What follows belongs to an exercise in optimizing a design on an open flow for small area; a production flow would make more cautious choices.
Function was checked by simulation only, so behaviour that the tests miss may differ from the original.
Power and IR drop assume default switching activity.

--- design/flow/flow/run.sh ---
#!/bin/bash
# Own layout flow:
#  1. the standard synthesis, unchanged (standard.sh synth).
#  2. The combinational logic of that netlist is re-synthesized by ABC for
#     area (flow/reabc.abc: &deepsyn, then dch + amap), from NRUNS random
#     seeds in parallel; the smallest result is kept. The flip-flops are
#     black boxes during this step, so every register keeps its name and
#     cell type.
#  3. The rest of the standard ORFS flow (standard.sh finish), with port
#     buffers of the smallest buffer cell (buf_1) and no CTS dummy loads.
# Each tool's output goes to a log file of its own in this folder.
set -euo pipefail
W=$(pwd)
R=$W/orfs/results/$FLOW_PLATFORM/usb2_ulpi/base
LIB=$FLOW_HOME/platforms/$FLOW_PLATFORM/lib/sky130_fd_sc_hd__tt_025C_1v80.lib
YOSYS=$FLOW_HOME/../tools/install/yosys/bin/yosys
[[ -x $YOSYS ]] || YOSYS=yosys
DONT_USE="sky130_fd_sc_hd__lpflow_bleeder_1 sky130_fd_sc_hd__lpflow_clkbufkapwr_1 sky130_fd_sc_hd__lpflow_clkbufkapwr_16 sky130_fd_sc_hd__lpflow_clkbufkapwr_2 sky130_fd_sc_hd__lpflow_clkbufkapwr_4 sky130_fd_sc_hd__lpflow_clkbufkapwr_8 sky130_fd_sc_hd__lpflow_clkinvkapwr_1 sky130_fd_sc_hd__lpflow_clkinvkapwr_16 sky130_fd_sc_hd__lpflow_clkinvkapwr_2 sky130_fd_sc_hd__lpflow_clkinvkapwr_4 sky130_fd_sc_hd__lpflow_clkinvkapwr_8 sky130_fd_sc_hd__lpflow_decapkapwr_12 sky130_fd_sc_hd__lpflow_decapkapwr_3 sky130_fd_sc_hd__lpflow_decapkapwr_4 sky130_fd_sc_hd__lpflow_decapkapwr_6 sky130_fd_sc_hd__lpflow_decapkapwr_8 sky130_fd_sc_hd__lpflow_inputiso0n_1 sky130_fd_sc_hd__lpflow_inputiso0p_1 sky130_fd_sc_hd__lpflow_inputiso1n_1 sky130_fd_sc_hd__lpflow_inputiso1p_1 sky130_fd_sc_hd__lpflow_inputisolatch_1 sky130_fd_sc_hd__lpflow_isobufsrc_1 sky130_fd_sc_hd__lpflow_isobufsrc_16 sky130_fd_sc_hd__lpflow_isobufsrc_2 sky130_fd_sc_hd__lpflow_isobufsrc_4 sky130_fd_sc_hd__lpflow_isobufsrc_8 sky130_fd_sc_hd__lpflow_isobufsrckapwr_16 sky130_fd_sc_hd__lpflow_lsbuf_lh_hl_isowell_tap_1 sky130_fd_sc_hd__lpflow_lsbuf_lh_hl_isowell_tap_2 sky130_fd_sc_hd__lpflow_lsbuf_lh_hl_isowell_tap_4 sky130_fd_sc_hd__lpflow_lsbuf_lh_isowell_4 sky130_fd_sc_hd__lpflow_lsbuf_lh_isowell_tap_1 sky130_fd_sc_hd__lpflow_lsbuf_lh_isowell_tap_2 sky130_fd_sc_hd__lpflow_lsbuf_lh_isowell_tap_4 sky130_fd_sc_hd__probe_p_8 sky130_fd_sc_hd__probec_p_8 "
DU_ARGS=""
for c in $DONT_USE; do DU_ARGS="$DU_ARGS -dont_use $c"; done
NRUNS=4
DEEPSYN_T=120

bash standard.sh synth > standard_synth.log 2>&1
cp $R/1_2_yosys.v $W/1_2_yosys_standard.v

for s in $(seq 1 $NRUNS); do
  sed -e "s/@SEED@/$s/" -e "s/@T@/$DEEPSYN_T/" $W/flow/reabc.abc > $W/reabc_$s.abc
  $YOSYS -p "read_liberty -ignore_miss_func $LIB; read_verilog $W/1_2_yosys_standard.v; hierarchy -top $FLOW_TOP; blackbox sky130_fd_sc_hd__*df* sky130_fd_sc_hd__*dl* sky130_fd_sc_hd__*sdf*; flatten; opt -purge; abc -liberty $LIB $DU_ARGS -script $W/reabc_$s.abc; hilomap -singleton -hicell sky130_fd_sc_hd__conb_1 HI -locell sky130_fd_sc_hd__conb_1 LO; opt_clean -purge; tee -o $W/reabc_stat_$s.txt stat -liberty $LIB; write_verilog -noattr $W/1_2_yosys_reabc_$s.v" > reabc_yosys_$s.log 2>&1 &
done
wait
best=""; best_a=""
for s in $(seq 1 $NRUNS); do
  a=$(awk '/Chip area/ {print $NF}' $W/reabc_stat_$s.txt 2>/dev/null || true)
  [[ -n "$a" && -s $W/1_2_yosys_reabc_$s.v ]] || continue
  if [[ -z "$best_a" ]] || awk -v a=$a -v b=$best_a 'BEGIN{exit !(a<b)}'; then best=$s; best_a=$a; fi
done
echo "reabc: seed $best, area $best_a" > reabc_choice.log
if [[ -n "$best" ]]; then
  cp $W/1_2_yosys_reabc_$best.v $R/1_2_yosys.v
  touch $R/1_2_yosys.v
fi

bash standard.sh \
  "BUFFER_PORTS_ARGS=-buffer_cell sky130_fd_sc_hd__buf_1" \
  "CTS_ARGS=-sink_clustering_enable -repair_clock_nets -dont_use_dummy_load" \
  finish > standard_finish.log 2>&1
--- design/flow/flow/reabc.abc ---
strash
&get -n
&deepsyn -S @SEED@ -T @T@
&put
dch
amap
topo
--- design/flow/standard.sh ---
#!/bin/bash
# synth_recipe.tcl (not shown) runs the flow's synth.tcl, then flattens the netlist and writes it again
# the make line also repeats each setting of config.mk as NAME=value (left out here)
make -C /OpenROAD-flow-scripts/flow DESIGN_CONFIG=/design/flow/config.mk WORK_HOME=/design/flow/orfs CLKGATE_MAP_FILE= SYNTH_SCRIPT=/design/flow/synth_recipe.tcl "${@:-finish}"
--- design/flow/config.mk ---
export PLATFORM = sky130hd
export DESIGN_NAME = usb2_ulpi
export DESIGN_NICKNAME = usb2_ulpi
export VERILOG_FILES = /design/flow/design.v
export SDC_FILE = /design/flow/constraint.sdc
export NUM_CORES = 4
export LEC_CHECK = 0
export CAP_MARGIN = 20
export CORE_MARGIN = 2
export CORE_UTILIZATION = 40
export PLACE_DENSITY = 0.6
export SLEW_MARGIN = 20
--- design/flow/constraint.sdc ---
create_clock -name core_clock -period 10.0 [get_ports {phy_clk}]
set_input_delay 2.0000 -clock core_clock [delete_from_list [all_inputs] [get_ports {phy_clk}]]
set_output_delay 2.0000 -clock core_clock [all_outputs]
set_load 0.01 [all_outputs]
--- design/flow/design.v ---
module usb2_ulpi (
input	wire			reset_n,
output	wire			reset_local,
input	wire			opt_disable_all,
input	wire			opt_enable_hs,
input	wire			opt_ignore_vbus,
output	wire			stat_connected,
output	wire			stat_fs,
output	reg				stat_hs,
input	wire			phy_clk,
input	wire	[7:0]	phy_d_in,
output	wire	[7:0]	phy_d_out_mux,
output	wire			phy_d_oe,
input	wire			phy_dir,
output	wire			phy_stp,
input	wire			phy_nxt,
output	wire			pkt_out_act,
output	wire	[7:0]	pkt_out_byte,
output	wire			pkt_out_latch,
output	wire			pkt_in_cts,
output	wire			pkt_in_nxt,
input	wire	[7:0]	pkt_in_byte,
input	wire			pkt_in_latch,
input	wire			pkt_in_stp,
output	wire			se0_reset,
output	wire	[1:0]	dbg_linestate
);
	localparam		DCW = 8;			 
	localparam [DCW-1:0] DC_TAPS = 8'b10111000;	 
	localparam		WW = 12;			 
	localparam		N_DEB = 2000;		 
	localparam		N_SE0 = 710;		 
	localparam		N_CHIRP = 600;		 
	localparam [4:0]
		S_RST_0		= 5'd0,
		S_RST_1		= 5'd18,
		S_RST_2		= 5'd2,
		S_RST_3		= 5'd5,
		S_RST_4		= 5'd12,
		S_IDLE		= 5'd3,
		S_PKT_0		= 5'd19,
		S_PKT_1		= 5'd14,
		S_PKT_2		= 5'd17,
		S_CHIRP_0	= 5'd9,
		S_CHIRP_1	= 5'd10,
		S_CHIRP_2	= 5'd11,
		S_CHIRP_3	= 5'd4,
		S_CHIRP_4	= 5'd13,
		S_CHIRP_5	= 5'd7,
		S_X_PID		= 5'd15,	 
		S_X_NOPID	= 5'd16,	 
		S_RX_R4		= 5'd8,	 
		S_RX_I		= 5'd1,	 
		S_RX_C4		= 5'd6,	 
		S_W_RST		= 5'd24,	 
		S_W_A		= 5'd25,	 
		S_W_C0		= 5'd26,	 
		S_W_C4		= 5'd27,	 
		S_S_RST		= 5'd28,	 
		S_S_A		= 5'd29,
		S_S_C0		= 5'd30,
		S_S_C4		= 5'd31;
	localparam [2:0]
		K_00		= 3'd0,
		K_84		= 3'd1,
		K_8A		= 3'd5,
		K_40		= 3'd3,
		K_4P		= 3'd4,
		K_65		= 3'd2,
		K_50		= 3'd6;
	reg				reset_1, reset_2;
	reg				reset_ulpi;
	reg				opt_enable_hs_1, opt_enable_hs_2;
	reg				opt_ignore_vbus_1, opt_ignore_vbus_2;
	reg				phy_dir_1;
	reg		[2:0]	phy_d_k;
	reg				phy_d_f;
	reg				phy_d_sel;
	reg				phy_stp_out;
	reg		[1:0]	line_state;
	reg				vbus_valid;
	reg				rx_active;
	reg				vbus_valid_1;
	reg				know_recv_packet;
	reg		[3:0]	tx_pid;
	reg				pkt_in_latch_defer;
	reg				can_send;
	reg		[4:0]	state;
	reg		[DCW-1:0]	dc;
	reg		[WW-1:0]	dc_wrap;
	wire			dc_z = ~|dc[DCW-2:0];
	wire			dc_fb = ^(dc & DC_TAPS) ^ dc_z;
	wire			dc_max = dc[DCW-1] & dc_z;
	wire	[WW:0]	wr_c;
	wire			wr_en;
	assign	wr_c[0] = wr_en;
	genvar gi;
	generate
		for (gi = 0; gi < WW; gi = gi + 1) begin : g_wr
			assign wr_c[gi+1] = wr_c[gi] & dc_wrap[gi];
		end
	endgenerate
	wire			dir_rise = phy_dir & ~phy_dir_1;
	wire			st_w = (state == S_W_RST) | (state == S_W_A) | (state == S_W_C0) | (state == S_W_C4);
	wire			st_s = (state == S_S_RST) | (state == S_S_A) | (state == S_S_C0) | (state == S_S_C4);
	wire			st_pkt = (state == S_PKT_1) | (state == S_PKT_2);
	assign	reset_local		= reset_n & reset_ulpi;
	assign	stat_connected	= vbus_valid;
	assign	stat_fs			= 1'b0;
	assign	dbg_linestate	= line_state;
	assign	se0_reset		= (dc_wrap == N_SE0);
	assign	phy_d_oe		= !phy_dir_1;
	assign	phy_stp			= phy_stp_out ^ pkt_in_stp;
	assign	pkt_out_act		= (rx_active | know_recv_packet) & phy_dir;
	assign	pkt_out_latch	= pkt_out_act & phy_nxt;
	assign	pkt_out_byte	= pkt_out_latch ? phy_d_in : 8'h0;
	assign	pkt_in_cts		= ~phy_dir & can_send;
	assign	pkt_in_nxt		= phy_nxt & st_pkt;
	reg		[7:0]	phy_d_out;
	always @(*) begin
		case (phy_d_k)
		K_84:		phy_d_out = 8'h84;
		K_8A:		phy_d_out = 8'h8A;
		K_40:		phy_d_out = 8'h40;
		K_4P:		phy_d_out = {4'h4, tx_pid};
		K_65:		phy_d_out = 8'h65;
		K_50:		phy_d_out = 8'h50;
		default:	phy_d_out = 8'h00;
		endcase
	end
	assign	phy_d_out_mux	= phy_d_sel ? pkt_in_byte : phy_d_out;
	reg		[2:0]	k_next;
	always @(*) begin
		k_next = K_00;
		case (state)
		S_W_RST:	k_next = phy_nxt ? K_65 : phy_d_f ? K_84 : K_00;
		S_W_A:		k_next = phy_nxt ? K_00 : phy_d_f ? K_8A : K_00;
		S_W_C0:		k_next = phy_nxt ? K_50 : phy_d_f ? K_84 : K_00;
		S_W_C4:		k_next = phy_nxt ? K_40 : phy_d_f ? K_84 : K_00;
		S_PKT_1:	k_next = K_4P;
		S_PKT_2:	k_next = pkt_in_stp ? K_00 : K_4P;
		S_CHIRP_2:	k_next = (phy_nxt | phy_d_f) ? K_00 : K_40;
		default:	k_next = K_00;
		endcase
	end
	reg		[4:0]	st_next;
	always @(*) begin
		st_next = state;
		case (state)
		S_RST_0:	st_next = opt_disable_all ? S_RST_0 : S_RST_1;
		S_RST_1:	if (~phy_dir & (dc_wrap == N_DEB)) st_next = S_W_RST;
		S_RST_2:	if (phy_dir) st_next = S_RST_3; else if (dc_max) st_next = S_RST_0;
		S_RST_3:	if (phy_dir) st_next = S_RX_R4;
		S_RST_4:	st_next = S_W_A;
		S_IDLE: begin
			if (dir_rise) st_next = S_RX_I;
			else if (pkt_in_latch | pkt_in_latch_defer) st_next = S_PKT_0;
			else if (se0_reset & opt_enable_hs_2) st_next = S_CHIRP_0;
		end
		S_RX_R4:	if (~phy_dir) st_next = S_RST_4;
		S_RX_I:		if (~phy_dir) st_next = S_IDLE;
		S_RX_C4:	if (~phy_dir) st_next = S_CHIRP_4;
		S_W_RST:	if (phy_nxt) st_next = S_S_RST;
		S_W_A:		if (phy_nxt) st_next = S_S_A;
		S_W_C0:		if (phy_nxt) st_next = S_S_C0;
		S_W_C4:		if (phy_nxt) st_next = S_S_C4;
		S_S_RST:	st_next = S_RST_2;
		S_S_A:		st_next = S_IDLE;
		S_S_C0:		st_next = S_CHIRP_1;
		S_S_C4:		st_next = S_CHIRP_5;
		S_PKT_0:	st_next = S_X_PID;
		S_X_PID:	st_next = S_PKT_1;
		S_PKT_1:	if (phy_nxt) st_next = S_PKT_2;
		S_PKT_2:	if (pkt_in_stp) st_next = S_IDLE;
		S_CHIRP_0:	st_next = S_W_C0;
		S_CHIRP_1:	st_next = S_X_NOPID;
		S_X_NOPID:	st_next = S_CHIRP_2;
		S_CHIRP_2:	if (phy_nxt & (dc_wrap == N_CHIRP)) st_next = S_CHIRP_3;
		S_CHIRP_3:	if (dir_rise) st_next = S_RX_C4;
		S_CHIRP_4:	if (~phy_dir & (phy_d_in == 8'h0)) st_next = S_W_C4;
		S_CHIRP_5:	st_next = S_IDLE;
		default:	st_next = S_RST_0;
		endcase
	end
	wire	st_rst0 = (state == S_RST_0);
	wire	st_idle = (state == S_IDLE);
	wire	st_rx = (state == S_RX_R4) | (state == S_RX_I) | (state == S_RX_C4);
	assign	wr_en = dc_max & ((state == S_RST_1) | st_idle | ((state == S_CHIRP_2) & phy_nxt));
	wire	vbus_drop = ~opt_ignore_vbus_2 & ~vbus_valid & vbus_valid_1;
always @(posedge phy_clk) begin
	{reset_2, reset_1} <= {reset_1, reset_n};
	{opt_enable_hs_2, opt_enable_hs_1} <= {opt_enable_hs_1, opt_enable_hs};
	{opt_ignore_vbus_2, opt_ignore_vbus_1} <= {opt_ignore_vbus_1, opt_ignore_vbus};
	vbus_valid_1 <= vbus_valid & ~st_rst0;
	phy_dir_1 <= phy_dir | st_rst0;
	if (st_rst0 | (st_idle & dir_rise))
		dc <= 0;
	else
		dc <= {dc[DCW-2:0], dc_fb};
	phy_stp_out <= st_s | ((state == S_CHIRP_2) & phy_nxt & (dc_wrap == N_CHIRP));
	phy_d_k <= st_rst0 ? K_00 : k_next;
	phy_d_f <= st_w | ((state == S_CHIRP_2) & (phy_d_f | phy_nxt));
	if (st_rst0 | ((state == S_PKT_2) & pkt_in_stp))
		pkt_in_latch_defer <= 1'b0;
	else if (pkt_in_latch)
		pkt_in_latch_defer <= 1'b1;
	if (st_rst0 | (state == S_PKT_0))
		can_send <= 1'b0;
	else if (st_idle)
		can_send <= ~dir_rise;
	if (st_rst0)
		stat_hs <= 1'b0;
	else if (state == S_CHIRP_5)
		stat_hs <= 1'b1;
	if (state == S_PKT_0)
		tx_pid <= pkt_in_byte[3:0];
	if (st_rst0 | (state == S_CHIRP_1) | (st_idle & (line_state != 2'b00)))
		dc_wrap <= 0;
	else
		dc_wrap <= dc_wrap ^ wr_c[WW-1:0];
	state <= st_next;
	if (~reset_2) begin
		state <= S_RST_0;
		reset_ulpi <= 1'b0;
		line_state <= 2'b00;
		vbus_valid <= 1'b0;
		rx_active <= 1'b0;
		know_recv_packet <= 1'b0;
		phy_d_sel <= 1'b0;
	end else begin
		if (state == S_RST_1) reset_ulpi <= 1'b1;
		if (st_rx & ~phy_nxt) begin
			line_state <= phy_d_in[1:0];
			vbus_valid <= &phy_d_in[3:2];
			rx_active <= phy_d_in[4];
		end
		if (st_idle) know_recv_packet <= dir_rise & phy_nxt;
		if ((state == S_PKT_1) & phy_nxt) phy_d_sel <= 1'b1;
		else if ((state == S_PKT_2) & pkt_in_stp) phy_d_sel <= 1'b0;
	end
	if (vbus_drop) begin
		reset_ulpi <= 1'b0;
		state <= S_RST_0;
	end
end
endmodule
==> reports/results.ini, run 1 <==
[critical_path]
start_kind=primary input
crit_chain=buf_1, clkinv_1, nor2_1, clkinv_1, nor2_1, buf_1
cp_max_fo=9
reg2reg_setup_slack_ps=6220
critical_path_class=in2out
critical_path_buf_inv_count=4
max_stage_delay_ps=320
cp_slowest_cell=clkinv_1
cp.required_ps=8000
critPathTopFamily=buffers and inverters
r2r_cells=17
cp_num_cells=6
cp.arrival_ps=3300
end_kind=primary output

[sta]
min_period_over_period=0.530
fin_ws_ps=4700
drv_slew=0
setup_violations=0
fmax_mhz=189
worst_pin_slew_ps=550
rsz0062_at_grt=false
skew_ps=8.17
final.setup.tns_ps=0
period_minus_slack_ps=5300
relSlewSlack=0.632
hold_violations=0

[pwr]
power_density_nw_per_um2=224
power.leakage_nw=0.904
vdd_drop_max_v=0.0000869

[clock_network]
ctsResizeCount=0
h-tree-depth=2
cts_buffers=5
root_buffer=clkbuf_8
clk_pin_slew_ps=70
postCtsHoldBufs=0
cts_tree=done
clock-sinks=52
clk_latency_ps=300
cts_setup_buffers=0
clockBufferDepth=2

[grt]
grt_pass1_vias=2015
grt_usage=0.190
gr-total-overflow=0
grt_pass1_wl_um=9290
antenna_found_initial=0
grt_max_degree=15

[run_status]
status=finished clean

[place]
place_ws_ps=4740
portBuffers=52
gp_congestion=0.937
dp_hpwl_um=4540

[final_layout]
finalCoreUtilization=0.482
drive_gt1_frac=0.0168
area_growth_pct=15.8
num_antenna_cells=0
nFillCells=558
nets=384

[min_path]
hold_class=reg2reg
hold-path-cell-count=0

[floorplanning]
coreArea_um2=5510
ios=54
num_rows=27
fp.dieW_um=79.7
die_h_um=79.7
initial_core_util=0.416
dieArea_um2=6360

[routing]
wl_per_cell_um=13.2
dr.pass1.iters=5
detail-route-antenna-nets=0
drtIter0Drc=142
vias=2218
viasPerCell=5.17
drc=0
wl_um=5680

[logic_synthesis]
syn_area_per_cell_um2=7.67
yosysWarnings=1
postSynthCellCount=299
synth_nets=324
syn_area_um2=2290

[job]
maxCapViolations=0

registers in the layout (all words and copies together) (netlist names), 2 cells and up:
register    count
dc              8
dc_wrap        12
line_state      2
phy_d_k         3
state           5
tx_pid          4
final timing paths:
check,startpoint,to
min,opt_ignore_vbus_1,opt_ignore_vbus_2
max,phy_nxt,pkt_out_byte[4]
min reg2reg,opt_ignore_vbus_1,opt_ignore_vbus_2
max reg2reg,state[1],dc_wrap[11]
routing by layer:
| metal | vias up | global-route usage | share of wire |
|---|---|---|---|
| li1 | 1146 | - | - |
| met1 | 970 | 0.238 | 0.46 |
| met2 | 87 | 0.311 | 0.45 |
| met3 | 15 | 0.0430 | 0.060 |
| met4 | 0 | 0.0845 | 0.024 |
| met5 | - | 0 | 0 |
power breakdown:
group          leakage [nW]  switching, mW  internal [mW]
logic                 0.440          0.155         0.0750
clock network        0.0359         0.0593         0.0452
registers             0.427         0.0217          0.238
final cells by class:
class,instances,area [µm²],share of cell area
well taps,72,90.1,0.0339
multi-input cells,198,1030,0.387
clock buffers,5,68.8,0.0259
repair buffers,53,203,0.0763
inverters,49,184,0.0693
flip-flops and latches,52,1080,0.407
layout by cell type (no fill, tap or decap), types with 7 or more instances in the layout:
| master | count |
|---|---|
| nor2_1 | 58 |
| buf_1 | 52 |
| clkinv_1 | 49 |
| dfxtp_1 | 48 |
| o21ai_0 | 22 |
| nand2_1 | 19 |
| nor3_1 | 16 |
| a21oi_1 | 14 |
| nand3_1 | 8 |
| o22ai_1 | 7 |
through the flow:
step	instances	power (mW)	hold WS, ps	area, µm²
after floorplan	299	0.418	310	2290
after global placement	424	0.496	310	2590
after detailed placement	424	0.491	315	2590
after CTS	429	0.597	333	2660
after global routing	429	0.644	342	2660
final	429	0.594	331	2660
==> run 2: changes to the inputs <==
--- a/design/flow/flow/run.sh
+++ b/design/flow/flow/run.sh
@@ -4,4 +4,5 @@
 #  2. The combinational logic of that netlist is re-synthesized by ABC for
-#     area (flow/reabc.abc: &deepsyn, then dch + amap), from NRUNS random
-#     seeds in parallel; the smallest result is kept. The flip-flops are
+#     area (flow/reabc_*.abc: &deepsyn, then dch + amap), with several
+#     random seeds and mapper settings, 4 runs at a time; the smallest
+#     result is kept. The flip-flops are
 #     black boxes during this step, so every register keeps its name and
@@ -20,4 +21,4 @@
 for c in $DONT_USE; do DU_ARGS="$DU_ARGS -dont_use $c"; done
-NRUNS=4
-DEEPSYN_T=120
+DEEPSYN_T=60
+RUNS="1:a 2:a 3:a 4:a 1:m 2:m 3:m 4:m"
 
@@ -26,5 +27,12 @@
 
-for s in $(seq 1 $NRUNS); do
-  sed -e "s/@SEED@/$s/" -e "s/@T@/$DEEPSYN_T/" $W/flow/reabc.abc > $W/reabc_$s.abc
-  $YOSYS -p "read_liberty -ignore_miss_func $LIB; read_verilog $W/1_2_yosys_standard.v; hierarchy -top $FLOW_TOP; blackbox sky130_fd_sc_hd__*df* sky130_fd_sc_hd__*dl* sky130_fd_sc_hd__*sdf*; flatten; opt -purge; abc -liberty $LIB $DU_ARGS -script $W/reabc_$s.abc; hilomap -singleton -hicell sky130_fd_sc_hd__conb_1 HI -locell sky130_fd_sc_hd__conb_1 LO; opt_clean -purge; tee -o $W/reabc_stat_$s.txt stat -liberty $LIB; write_verilog -noattr $W/1_2_yosys_reabc_$s.v" > reabc_yosys_$s.log 2>&1 &
+run_one() {
+  local id=$1 seed=${1%%:*} map=${1##*:}
+  local tag=${seed}_${map}
+  sed -e "s/@SEED@/$seed/" -e "s/@T@/$DEEPSYN_T/" $W/flow/reabc_$map.abc > $W/reabc_$tag.abc
+  $YOSYS -p "read_liberty -ignore_miss_func $LIB; read_verilog $W/1_2_yosys_standard.v; hierarchy -top $FLOW_TOP; blackbox sky130_fd_sc_hd__*df* sky130_fd_sc_hd__*dl* sky130_fd_sc_hd__*sdf*; flatten; opt -purge; abc -liberty $LIB $DU_ARGS -script $W/reabc_$tag.abc; hilomap -singleton -hicell sky130_fd_sc_hd__conb_1 HI -locell sky130_fd_sc_hd__conb_1 LO; opt_clean -purge; tee -o $W/reabc_stat_$tag.txt stat -liberty $LIB; write_verilog -noattr $W/1_2_yosys_reabc_$tag.v" > reabc_yosys_$tag.log 2>&1 || true
+}
+n=0
+for r in $RUNS; do
+  run_one $r &
+  n=$((n+1)); if [[ $n -eq 4 ]]; then wait; n=0; fi
 done
@@ -32,6 +40,7 @@
 best=""; best_a=""
-for s in $(seq 1 $NRUNS); do
-  a=$(awk '/Chip area/ {print $NF}' $W/reabc_stat_$s.txt 2>/dev/null || true)
-  [[ -n "$a" && -s $W/1_2_yosys_reabc_$s.v ]] || continue
-  if [[ -z "$best_a" ]] || awk -v a=$a -v b=$best_a 'BEGIN{exit !(a<b)}'; then best=$s; best_a=$a; fi
+for r in $RUNS; do
+  tag=${r%%:*}_${r##*:}
+  a=$(awk '/Chip area/ {print $NF}' $W/reabc_stat_$tag.txt 2>/dev/null || true)
+  [[ -n "$a" && -s $W/1_2_yosys_reabc_$tag.v ]] || continue
+  if [[ -z "$best_a" ]] || awk -v a=$a -v b=$best_a 'BEGIN{exit !(a<b)}'; then best=$tag; best_a=$a; fi
 done
==> design/flow/flow/reabc_a.abc (new file) <==
strash
&get -n
&deepsyn -S @SEED@ -T @T@
&put
dch
amap
topo
==> design/flow/flow/reabc_m.abc (new file) <==
strash
&get -n
&deepsyn -S @SEED@ -T @T@
&put
dch
amap -m
topo
removed: design/flow/flow/reabc.abc
==> reports/results.ini, run 2 <==
[run_status]
status=finished clean

[grt]
antenna_found_initial=0
grt_usage=0.175
grt_max_degree=15
grt_pass1_vias=1963
gr-total-overflow=0
grt_pass1_wl_um=8660

[routing]
viasPerCell=5.19
drc=0
wl_per_cell_um=12.7
detail-route-antenna-nets=0
vias=2228
wl_um=5450
drtIter0Drc=89
dr.pass1.iters=4

[place]
portBuffers=52
place_ws_ps=4760
dp_hpwl_um=4300
place_area_um2=2580
gp_congestion=0.898

[logic_synthesis]
yosysWarnings=1
syn_area_um2=2290
synth_nets=324
syn_area_per_cell_um2=7.67
postSynthCellCount=299

[critical_path]
r2r-start=state[1]
reg2reg_setup_slack_ps=6100
crit_end=pkt_out_byte[2]
timing.rr.end=dc_wrap[11]
cp.required_ps=8000
crit_chain=buf_1, clkinv_1, nor2_1, clkinv_1, nor2_1, buf_1
worstSetupStartpoint=phy_nxt
end_kind=primary output
start_kind=primary input
cp_slowest_cell=buf_1
r2r_cells=17
cp_num_cells=6
critical_path_class=in2out
critical_path_buf_inv_count=4
critPathTopFamily=buffers and inverters
max_stage_delay_ps=290
cp_max_fo=9
cp.arrival_ps=3250

[sta]
final.setup.tns_ps=0
setup_violations=0
relSlewSlack=0.510
fmax_mhz=190
hold_violations=0
period_minus_slack_ps=5250
worst_pin_slew_ps=733
rsz0062_at_grt=false
fin_ws_ps=4750
min_period_over_period=0.525
whs_ps=337
drv_slew=0
skew_ps=6.22

[clock_network]
cts_tree=done
root_buffer=clkbuf_8
ctsResizeCount=0
clk_pin_slew_ps=80
clockBufferDepth=2
clock-sinks=52
postCtsHoldBufs=0
clk_latency_ps=300
cts_buffers=5
h-tree-depth=2
cts_setup_buffers=0

[pwr]
seqPwrFrac=0.435
p_switching_mw=0.236
power.leakage_nw=0.902
pwr-share-clk=0.178
power_density_nw_per_um2=224
p_int_mw=0.358
vdd_drop_max_v=0.000133
combinationalPowerShare=0.388
switching_share=0.398

[final_layout]
largest_reg_flops=12
final_cell_mix=56 x nor2_1, 52 x buf_1, 50 x clkinv_1, 48 x dfxtp_1, 22 x o21ai_0
area_growth_pct=15.8
regMostFlops=dc_wrap
multiInputGateArea_um2=1020
nFillCells=566
fin_area_um2=2650
mostFrequentLayoutCell=nor2_1
top_regs=dc_wrap: 12 flops, dc: 8 flops, state: 5 flops
drive_gt1_frac=0.0168
regArea_um2=1080
num_antenna_cells=0
nets=384

[floorplanning]
ios=54
die_h_um=79.7
initial_core_util=0.416
coreArea_um2=5510
fp.dieW_um=79.7
num_rows=27
dieArea_um2=6350

[job]
maxCapViolations=0

[min_path]
hold_class=reg2reg
hp-start=reset_1

run 2: power groups by stage:
stage                     clock [mW]  sequential, mW  combinational, mW
after CTS                      0.110           0.258              0.228
final                          0.106           0.258              0.230
after global placement             0           0.263              0.231
after floorplan                    0           0.258              0.159
after global routing           0.116           0.262              0.255
after detailed placement           0           0.262              0.228
run 2: worst min-delay path by stage:
| stage | end | slack (ps) | cells past startpoint |
|---|---|---|---|
| floorplan | opt_enable_hs_2 | 310 | 0 |
| global placement | opt_enable_hs_2 | 310 | 0 |
| detailed placement | opt_ignore_vbus_2 | 320 | 0 |
| CTS | opt_ignore_vbus_2 | 340 | 0 |
| global route | reset_2 | 340 | 0 |
| finish | reset_2 | 340 | 0 |
run 2: layout make-up:
cell class	instances	area share
clock buffers	5	0.0259
inverters	50	0.0707
multi-input cells	197	0.386
flip-flops and latches	52	0.407
well taps	72	0.0339
repair buffers	53	0.0764
run 2: per-stage QoR:
stage               utilization  power, mW  cells
floorplan                     -      0.418    299
global placement          0.469      0.494    424
detailed placement        0.469      0.490    424
CTS                       0.482      0.597    429
global route              0.482      0.633    429
finish                    0.482      0.594    429
run 2: metal layers:
metal / GRT usage / vias up / wire, µm
met5: 0 / - / 0
met4: 0.0793 / 0 / 133
met3: 0.0441 / 15 / 370
met2: 0.277 / 87 / 2320
met1: 0.224 / 972 / 2620
li1: - / 1154 / -
==> run 3: changes to the inputs <==
--- a/design/flow/design.v
+++ b/design/flow/design.v
@@ -35,3 +35,3 @@
 		S_RST_0		= 5'd0,
-		S_RST_1		= 5'd18,
+		S_RST_1		= 5'd8,
 		S_RST_2		= 5'd2,
@@ -51,3 +51,3 @@
 		S_X_NOPID	= 5'd16,	 
-		S_RX_R4		= 5'd8,	 
+		S_RX_R4		= 5'd18,	 
 		S_RX_I		= 5'd1,	 
--- a/design/flow/flow/run.sh
+++ b/design/flow/flow/run.sh
@@ -4,7 +4,6 @@
 #  2. The combinational logic of that netlist is re-synthesized by ABC for
-#     area (flow/reabc_*.abc: &deepsyn, then dch + amap), with several
-#     random seeds and mapper settings, 4 runs at a time; the smallest
-#     result is kept. The flip-flops are
-#     black boxes during this step, so every register keeps its name and
-#     cell type.
+#     area (flow/reabc_a.abc: &deepsyn, then dch + amap), with several
+#     random seeds, 4 runs at a time; the smallest result is kept. The
+#     flip-flops are black boxes during this step, so every register keeps
+#     its name and cell type.
 #  3. The rest of the standard ORFS flow (standard.sh finish), with port
@@ -22,3 +21,3 @@
 DEEPSYN_T=60
-RUNS="1:a 2:a 3:a 4:a 1:m 2:m 3:m 4:m"
+RUNS="1:a 2:a 3:a 4:a 5:a 6:a 7:a 8:a 9:a 10:a 11:a 12:a"
 
removed: design/flow/flow/reabc_m.abc
==> reports/results.ini, run 3 <==
[clock_network]
clk_pin_slew_ps=80
cts_tree=done
root_buffer=clkbuf_8
ctsResizeCount=0
clk_latency_ps=310
clockBufferDepth=2
clock-sinks=52
cts_buffers=5
cts_setup_buffers=0
h-tree-depth=2
postCtsHoldBufs=0

[critical_path]
cp_max_fo=10
r2r_cells=17
worstSetupStartpoint=phy_nxt
reg2reg_setup_slack_ps=6280
cp.required_ps=8000
end_kind=primary output
critical_path_class=in2out
start_kind=primary input
cp.arrival_ps=3230
timing.rr.end=dc_wrap[11]
r2r-start=state[3]
crit_end=pkt_out_byte[4]

[sta]
worst_pin_slew_ps=763
relSlewSlack=0.488
setup_violations=0
skew_ps=14.9
rsz0062_at_grt=false
period_minus_slack_ps=5230
hold_violations=0
final.setup.tns_ps=0
drv_slew=0
fmax_mhz=191
min_period_over_period=0.523

[grt]
use_met3=0.0373
grt_use_met2=0.318
grt_pass1_vias=2043
grt_pass1_wl_um=9430
antenna_found_initial=0
grt_max_degree=16
grt_usage=0.189
gr-total-overflow=0
busiest_layer=met2
use_met1=0.239

[final_layout]
area_growth_pct=15.8
multiInputGateArea_um2=1030
drive_gt1_frac=0.0169
num_antenna_cells=0
mostFrequentLayoutCell=nor2_1
regArea_um2=1080
final_cell_mix=59 x nor2_1, 52 x buf_1, 48 x dfxtp_1, 46 x clkinv_1, 23 x nor3_1
largest_reg_flops=12
nFillCells=555
regMostFlops=dc_wrap
top_regs=dc_wrap: 12 flops, dc: 8 flops, state: 5 flops
nets=381
fin_area_um2=2650

[logic_synthesis]
syn_area_um2=2280
yosysWarnings=1
syn_area_per_cell_um2=7.71
postSynthCellCount=296
synth_nets=321

[run_status]
status=finished clean

[routing]
wl_per_cell_um=13.5
vias=2283
wl_um=5770
drtIter0Drc=196
detail-route-antenna-nets=0
drc=0
viasPerCell=5.36
dr.pass1.iters=6

[floorplanning]
die_h_um=79.6
dieArea_um2=6330
coreArea_um2=5510
ios=54
num_rows=27
fp.dieW_um=79.6
initial_core_util=0.415

[job]
maxCapViolations=0

[pwr]
vdd_drop_max_v=0.0000941
power.leakage_nw=0.856
power_density_nw_per_um2=181

[place]
portBuffers=52
gp_congestion=0.971
place_area_um2=2580
dp_hpwl_um=4470

[min_path]
hold_class=reg2reg

==> run 3: cell count changes in the layout (fill, tap and decap cells not counted), moves of 3 or more <==
cell,delta
a21oi_1,-6
clkinv_1,-4
o21ai_0,-5
nor2_1,+3
o22ai_1,+3
nor3_1,+8
==> run 3: worst min path at each step <==
stage                          startpoint               to  depth (start not counted)
after floorplan           opt_enable_hs_1  opt_enable_hs_2                          0
after global placement            reset_1          reset_2                          0
after detailed placement          reset_1          reset_2                          0
after CTS                         reset_1          reset_2                          0
after global routing      opt_enable_hs_1  opt_enable_hs_2                          0
final                     opt_enable_hs_1  opt_enable_hs_2                          0
==> run 3: through the flow <==
| step | hold WS (ps) | setup WS (ps) | total power, mW | utilization | cells |
|---|---|---|---|---|---|
| final | 334 | 4770 | 0.479 | 0.480 | 426 |
| after global placement | 312 | 4810 | 0.378 | 0.468 | 421 |
| after CTS | 336 | 4740 | 0.481 | 0.480 | 426 |
| after floorplan | 310 | 5300 | 0.328 | - | 296 |
| after global routing | 349 | 4570 | 0.506 | 0.480 | 426 |
| after detailed placement | 315 | 4740 | 0.374 | 0.468 | 421 |
==> run 3: final cells by class <==
type / count / share of cell area
Sequential cell: 52 / 0.409
Multi-Input combinational cell: 198 / 0.389
Timing Repair Buffer: 53 / 0.0766
Inverter: 46 / 0.0653
Tap cell: 72 / 0.0341
Clock buffer: 5 / 0.0260
==> run 3: per-layer routing <==
layer	share of wire	vias to the layer above
li1	-	1153
met1	0.45	1007
met2	0.46	114
met3	0.071	9
met4	0.017	0
met5	0	-
==> run 3: critical path: stages <==
cell,delay [ps]
buf_1,330
clkinv_1,280
nor2_1,200
clkinv_1,150
nor2_1,110
buf_1,160
==> run 3: power by group <==
| group | leakage (nW) | internal [mW] | switching (mW) |
|---|---|---|---|
| logic | 0.394 | 0.0418 | 0.0912 |
| clock network | 0.0359 | 0.0453 | 0.0615 |
| registers | 0.426 | 0.224 | 0.0150 |

afterwards: timing with drivers on the ports:
No port has a modelled driver above. Below, the same layouts with a new extraction and two added sets of constraints. Step 1 assumes that a clkbuf_16 drives the clock port and a buf_2 every other input. Step 2 adds t to the input delays and takes it off the output delays; t is the mean of the earliest and latest rising clock arrival at the registers after step 1. Input paths then give back, and output paths get back, about the clock's delay inside the block. Slacks: ideal ports / drivers / drivers and shift; pairs: ideal ports / drivers.
run	t (ns)	slack for setup (ns)	hold WS [ns]	pins driven straight from the clock port
run 1	0.320	4.699 / 4.674 / 4.674	0.331 / 0.331 / 0.331	1
run 2	0.325	4.745 / 4.720 / 4.720	0.337 / 0.337 / 0.337	1
run 3	0.326	4.773 / 4.749 / 4.749	0.334 / 0.334 / 0.334	1
After both steps setup and hold are still met in every run listed.
